Background: an optimization exercise with open tools, aiming at small area and a short achievable clock period. Do not read the settings as production practice. Function was checked by simulation only, so behaviour that the tests miss may differ from the original. Power figures rest on the tool's default switching activity, not on a simulated workload.

## build 8
Design fpadd_pipelined, start of the top module:
module fpadd_pipelined (input clk,
                        input reset,
                        input [31:0] reg_A,
                        input [31:0] reg_B,
                        output [31:0] out);
  localparam FINE = 3;
  wire [7:0] ea = reg_A[30:23];
  wire [7:0] eb = reg_B[30:23];
  wire [7:0] dab, dba;
  wire cab, cba;
  fp_add8 sub_ab(.a(ea), .b(~eb), .cin(1'b1), .s(dab), .cout(cab));
  fp_add8 sub_ba(.a(eb), .b(~ea), .cin(1'b1), .s(dba), .cout(cba));
  wire exp_eq = cab & cba;
  wire frac_ge, frac_eq;
  fp_cmp23 cmp_f(.a(reg_A[22:0]), .b(reg_B[22:0]), .ge(frac_ge), .eq(frac_eq));
  wire a_ge_b = exp_eq ? frac_ge : cab;
  wire [7:0] d = cab ? dab : dba;
  wire [4:0] s = d[4:0] | {5{|d[7:5]}};
  wire [22:0] fmn = a_ge_b ? reg_B[22:0] : reg_A[22:0];
  wire [23:0] m0 = {1'b1, fmn} >> {s[4:FINE], {FINE{1'b0}}};
  reg        s0_sign, s0_sub, s0_valid;
  reg [7:0]  s0_exp;
  reg [22:0] s0_fmx;
  reg [23:0] s0_m;
  reg [FINE-1:0] s0_shift;
  always @(posedge clk or posedge reset)
    if (reset) s0_valid <= 1'b0;
    else       s0_valid <= 1'b1;
  always @(posedge clk) begin
    s0_sign  <= a_ge_b ? reg_A[31] : reg_B[31];
    s0_sub   <= reg_A[31] ^ reg_B[31];
    s0_exp   <= a_ge_b ? ea : eb;
    s0_fmx   <= a_ge_b ? reg_A[22:0] : reg_B[22:0];
  ...
For scale: about 1300 cells after synthesis, ~98 I/O pins, about 9200 sq um of cells after synthesis.
Settings: LEC_CHECK=0, ABC_AREA=1, CAP_MARGIN=20, CORE_MARGIN=2, CORE_UTILIZATION=40, SETUP_SLACK_MARGIN=3.0, SLEW_MARGIN=20; clock period 6.5 ns.
standard.sh (not shown) runs the stock make flow with config.mk's settings and CLKGATE_MAP_FILE= SYNTH_SCRIPT=/design/flow/synth_recipe.tcl, a recipe that flattens the netlist after the stock synthesis.
==> flow/flow/run.sh <==
#!/bin/bash
# Standard layout (standard.sh) with the smallest buffer on the ports and
# no CTS dummy loads.
bash standard.sh \
  "BUFFER_PORTS_ARGS=-buffer_cell sky130_fd_sc_hd__buf_1" \
  "CTS_ARGS=-sink_clustering_enable -repair_clock_nets -dont_use_dummy_load -buf_list sky130_fd_sc_hd__clkbuf_4 sky130_fd_sc_hd__clkbuf_8" \
  finish > standard.log 2>&1
Tool error STA-0564 stopped build 8 during 4_1_cts; no final results.
Inputs modified between build 8 and build 67:
- putting PLACE_DENSITY at 0.75 where nothing was set
==> flow/flow/run.sh <==
#!/bin/bash
# Standard layout (standard.sh) with the smallest buffer on the ports and
# no CTS dummy loads.
bash standard.sh \
  "BUFFER_PORTS_ARGS=-buffer_cell sky130_fd_sc_hd__buf_1" \
  "CTS_ARGS=-sink_clustering_enable -repair_clock_nets -dont_use_dummy_load -buf_list sky130_fd_sc_hd__clkbuf_4 -root_buf sky130_fd_sc_hd__clkbuf_8" \
  finish > standard.log 2>&1
[summary]
Build 67 reached the final stage; the timing, DRC and antenna checks on its layout passed.
Build 67 against build 8: share of cell area taken by muxes after synthesis level, die outline width level, portion of the post-synthesis area used by sequential elements level, cell area after technology mapping level, area share of and/or/nand/nor cells after synthesis level.
Sort build 8 and build 67 by detailed-placement wirelength estimate, descending, and build 8 comes first.
What build 52 does differently from build 67 at the input level:
- putting ABC_CLOCK_PERIOD_IN_PS at 3000 where nothing was set
- clearing PLACE_DENSITY, which used to be 0.75
- putting TNS_END_PERCENT at 10 where nothing was set
==> flow/flow/run.sh <==
#!/bin/bash
# Standard layout (standard.sh) with the smallest buffer on the ports and
# no CTS dummy loads.
bash standard.sh \
  "BUFFER_PORTS_ARGS=-buffer_cell sky130_fd_sc_hd__buf_1" \
  "CTS_ARGS=-sink_clustering_enable -repair_clock_nets -dont_use_dummy_load -buf_list {sky130_fd_sc_hd__clkbuf_4 sky130_fd_sc_hd__clkbuf_8}" \
  finish > standard.log 2>&1
[summary]
Build 52: flow completed, timing, DRC and antenna clean. Build 67 | stages: all done | timing, DRC, antenna: all pass. Summary — clock slew seen by the registers of the worst setup and hold paths, build 52 relative to build 67: lower, by 0.04 ns. Of build 67 and build 52, the run reporting the lower total power was build 67. Build 67 ended up with more cell instances than build 52 did. Changes observed in build 52 relative to build 67: time the worst path needs with I/O delays and setup down 0.056 ns; site row count flat; share of total power in the clock network shows an increase of 2.7 points.
The inputs of build 14 differ from those of build 52 as listed below.
- clearing TNS_END_PERCENT, which used to be 10
- clearing ABC_CLOCK_PERIOD_IN_PS, which used to be 3000
==> flow/flow/run.sh <==
#!/bin/bash
# Standard layout (standard.sh) with three changes: the synthesis uses
# flow/abc.script for ABC, the ports get the smallest buffer, and CTS adds
# no dummy loads.
export MY_ABC_SCRIPT=$PWD/flow/abc.script
bash standard.sh \
  SYNTH_SCRIPT=$PWD/flow/synth.tcl \
  "BUFFER_PORTS_ARGS=-buffer_cell sky130_fd_sc_hd__buf_1" \
  "CTS_ARGS=-sink_clustering_enable -repair_clock_nets -dont_use_dummy_load -buf_list {sky130_fd_sc_hd__clkbuf_4 sky130_fd_sc_hd__clkbuf_8}" \
  finish > standard.log 2>&1
==> flow/flow/abc.script (new file) <==
strash
dch -f
map -a
topo
stime -c
buffer -c
upsize -c
dnsize -c
==> flow/flow/synth.tcl (new file) <==
# synth_recipe.tcl (the standard synthesis) with ABC's script replaced by
# flow/abc.script; everything else, registers included, is unchanged.
proc synth {args} { yosys synth -nofsm -noshare {*}$args }
rename source _orig_source
proc source {args} {
  set r [uplevel 1 [list _orig_source {*}$args]]
  if {[string match *synth_preamble.tcl [lindex $args end]]} {
    set i [lsearch -exact $::abc_args -script]
    lset ::abc_args [expr {$i + 1}] $::env(MY_ABC_SCRIPT)
    puts "ABC script replaced: $::abc_args"
  }
  return $r
}
source $::env(SCRIPTS_DIR)/synth.tcl
rename source {}
rename _orig_source source
# left out here: clear keep_hierarchy, flatten, clean up, hide names made inside functions, write 1_2_yosys.v
Results
- Total power on build 14 is behind build 52.
- Re stage delay of the slowest cell on the critical path: build 52 was higher than build 14.
- Comparing build 52 and build 14, the higher leakage power is on build 14.
- Build 14 — post-synth net total 7.1% lower, build 52 as reference
- Sort build 52 and build 14 by flip-flop and latch share of the layout cell area desc -> top: build 52
--- input diff build 14..build 72 ---
==> flow/flow/run.sh <==
#!/bin/bash
# Standard layout (standard.sh) with the smallest buffer on the ports and
# no CTS dummy loads.
bash standard.sh \
  "BUFFER_PORTS_ARGS=-buffer_cell sky130_fd_sc_hd__buf_1" \
  "CTS_ARGS=-sink_clustering_enable -repair_clock_nets -dont_use_dummy_load -buf_list sky130_fd_sc_hd__clkbuf_4 -root_buf sky130_fd_sc_hd__clkbuf_8" \
  finish > standard.log 2>&1
removed: flow/flow/abc.script
removed: flow/flow/synth.tcl
Results
Comparing build 14 against build 72, there is no change at all in total negative setup slack. Build 14 → build 72: wire length shows an increase of about 1.2%, count of clock-buffer cells in the layout held, register-to-register slack shows an increase of 0.39 ns, flip-flop and latch share of the layout cell area shows an increase of 1.6 points, all-layer global routing usage now smaller.

* * *

fpadd_pipelined again, from the RTL that the note above started with.
==> flow/config.mk <==
export PLATFORM = sky130hd
export DESIGN_NAME = fpadd_pipelined
export DESIGN_NICKNAME = fpadd_pipelined
export VERILOG_FILES = /design/flow/design.v
export SDC_FILE = /design/flow/constraint.sdc
export NUM_CORES = 4
export LEC_CHECK = 0
export ABC_AREA = 1
export CAP_MARGIN = 20
export CORE_MARGIN = 2
export CORE_UTILIZATION = 40
export SETUP_SLACK_MARGIN = 3.0
export SLEW_MARGIN = 20
==> flow/constraint.sdc <==
create_clock -name core_clock -period 6.5 [get_ports {clk}]
set_input_delay 1.3000 -clock core_clock [delete_from_list [all_inputs] [get_ports {clk}]]
set_output_delay 1.3000 -clock core_clock [all_outputs]
set_load 0.01 [all_outputs]
==> flow/flow/run.sh <==
#!/bin/bash
# Standard layout (standard.sh) with the smallest buffer on the ports and
# no CTS dummy loads.
bash standard.sh \
  "BUFFER_PORTS_ARGS=-buffer_cell sky130_fd_sc_hd__buf_1" \
  "CTS_ARGS=-sink_clustering_enable -repair_clock_nets -dont_use_dummy_load -buf_list sky130_fd_sc_hd__clkbuf_4 -sink_clustering_size 8 -sink_clustering_max_diameter 30" \
  finish > standard.log 2>&1
The first run passed the timing, DRC and antenna checks.
Rerun with:
==> flow/flow/run.sh (replaced) <==
#!/bin/bash
# Standard layout (standard.sh) with the smallest buffer on the ports and
# no CTS dummy loads.
bash standard.sh \
  "BUFFER_PORTS_ARGS=-buffer_cell sky130_fd_sc_hd__buf_1" \
  "CTS_ARGS=-sink_clustering_enable -repair_clock_nets -dont_use_dummy_load -buf_list {sky130_fd_sc_hd__clkbuf_4 sky130_fd_sc_hd__clkbuf_8}" \
  finish > standard.log 2>&1
--- a/flow/config.mk
+++ b/flow/config.mk
@@ -12 +12 @@
-export SETUP_SLACK_MARGIN = 3.0
+export SETUP_SLACK_MARGIN = 3.1
@@ -13,0 +14 @@
+export TNS_END_PERCENT = 10
Effect:
- count of clock-buffer cells in the layout stays the same
- non-clock buffer count goes up by 12
- total power climbs by a few percent
- maximum frequency came out higher slightly
Rerun with:
--- a/flow/config.mk
+++ b/flow/config.mk
@@ -12 +12 @@
-export SETUP_SLACK_MARGIN = 3.1
+export SETUP_SLACK_MARGIN = 3.0
Result: The changed run completed without violations. Via count barely changes. Worst setup slack is worse by 7.3 ps. Clock skew is about the same. Fmax barely changes. Wire length climbs by 0.33%. Utilization went down by 0.91 points. Sequential power hardly moves.
Rerun with:
--- a/flow/flow/run.sh
+++ b/flow/flow/run.sh
@@ -6 +6 @@
-  "CTS_ARGS=-sink_clustering_enable -repair_clock_nets -dont_use_dummy_load -buf_list {sky130_fd_sc_hd__clkbuf_4 sky130_fd_sc_hd__clkbuf_8}" \
+  "CTS_ARGS=-sink_clustering_enable -repair_clock_nets -dont_use_dummy_load -buf_list sky130_fd_sc_hd__clkbuf_4 -sink_clustering_size 10 -sink_clustering_max_diameter 40" \
--- a/flow/config.mk
+++ b/flow/config.mk
@@ -12 +12 @@
-export SETUP_SLACK_MARGIN = 3.0
+export SETUP_SLACK_MARGIN = 2.8
@@ -14 +13,0 @@
-export TNS_END_PERCENT = 10
- The changed run produced a clean layout
- setup slack degrades by 140 ps
- first-iteration DRC count is lower by 2.8%
- final cell count is lower by 0.41%
- synthesized area is unchanged
- total power went down by 5.0%
- core utilization goes down by 1.2 points
- final area drops by 2.6%
- count of clock-buffer cells in the layout does not change

-- port drivers added, routing unchanged --
No port has a modelled driver above. Below, the same layouts with a new extraction and two added sets of constraints.
Step 1, drivers: a clkbuf_16 drives clk and a buf_2 each remaining input, both assumed.
Step 2 moves the port delays by t, midway between the first and last clock arrival at a register: inputs arrive t later, outputs are due t later. That takes back most of the time a late clock gives input paths.
Slacks: ideal / step 1 / step 2; pairs: ideal / step 1.
run	t (ns)	setup WS [ns]	latest minus earliest clock arrival (ns)
build 67	0.450	3.098 / 3.122 / 2.672	0.044 / 0.044
build 52	0.474	3.154 / 3.167 / 2.693	0.026 / 0.026
build 14	0.471	2.684 / 2.672 / 2.201	0.034 / 0.034
build 72	0.448	3.092 / 3.103 / 2.656	0.041 / 0.041
the first run of note 2	0.555	3.144 / 3.160 / 2.605	0.041 / 0.042
the second run of note 2	0.477	3.161 / 3.178 / 2.701	0.026 / 0.026
the third run of note 2	0.474	3.154 / 3.167 / 2.693	0.026 / 0.026
the fourth run of note 2	0.553	3.013 / 3.033 / 2.480	0.041 / 0.042
After both steps every run listed still meets setup and hold. The setup slack of the first run of note 2, which loses most, moves by +0.016 ns with the drivers and by -0.539 ns with both steps.
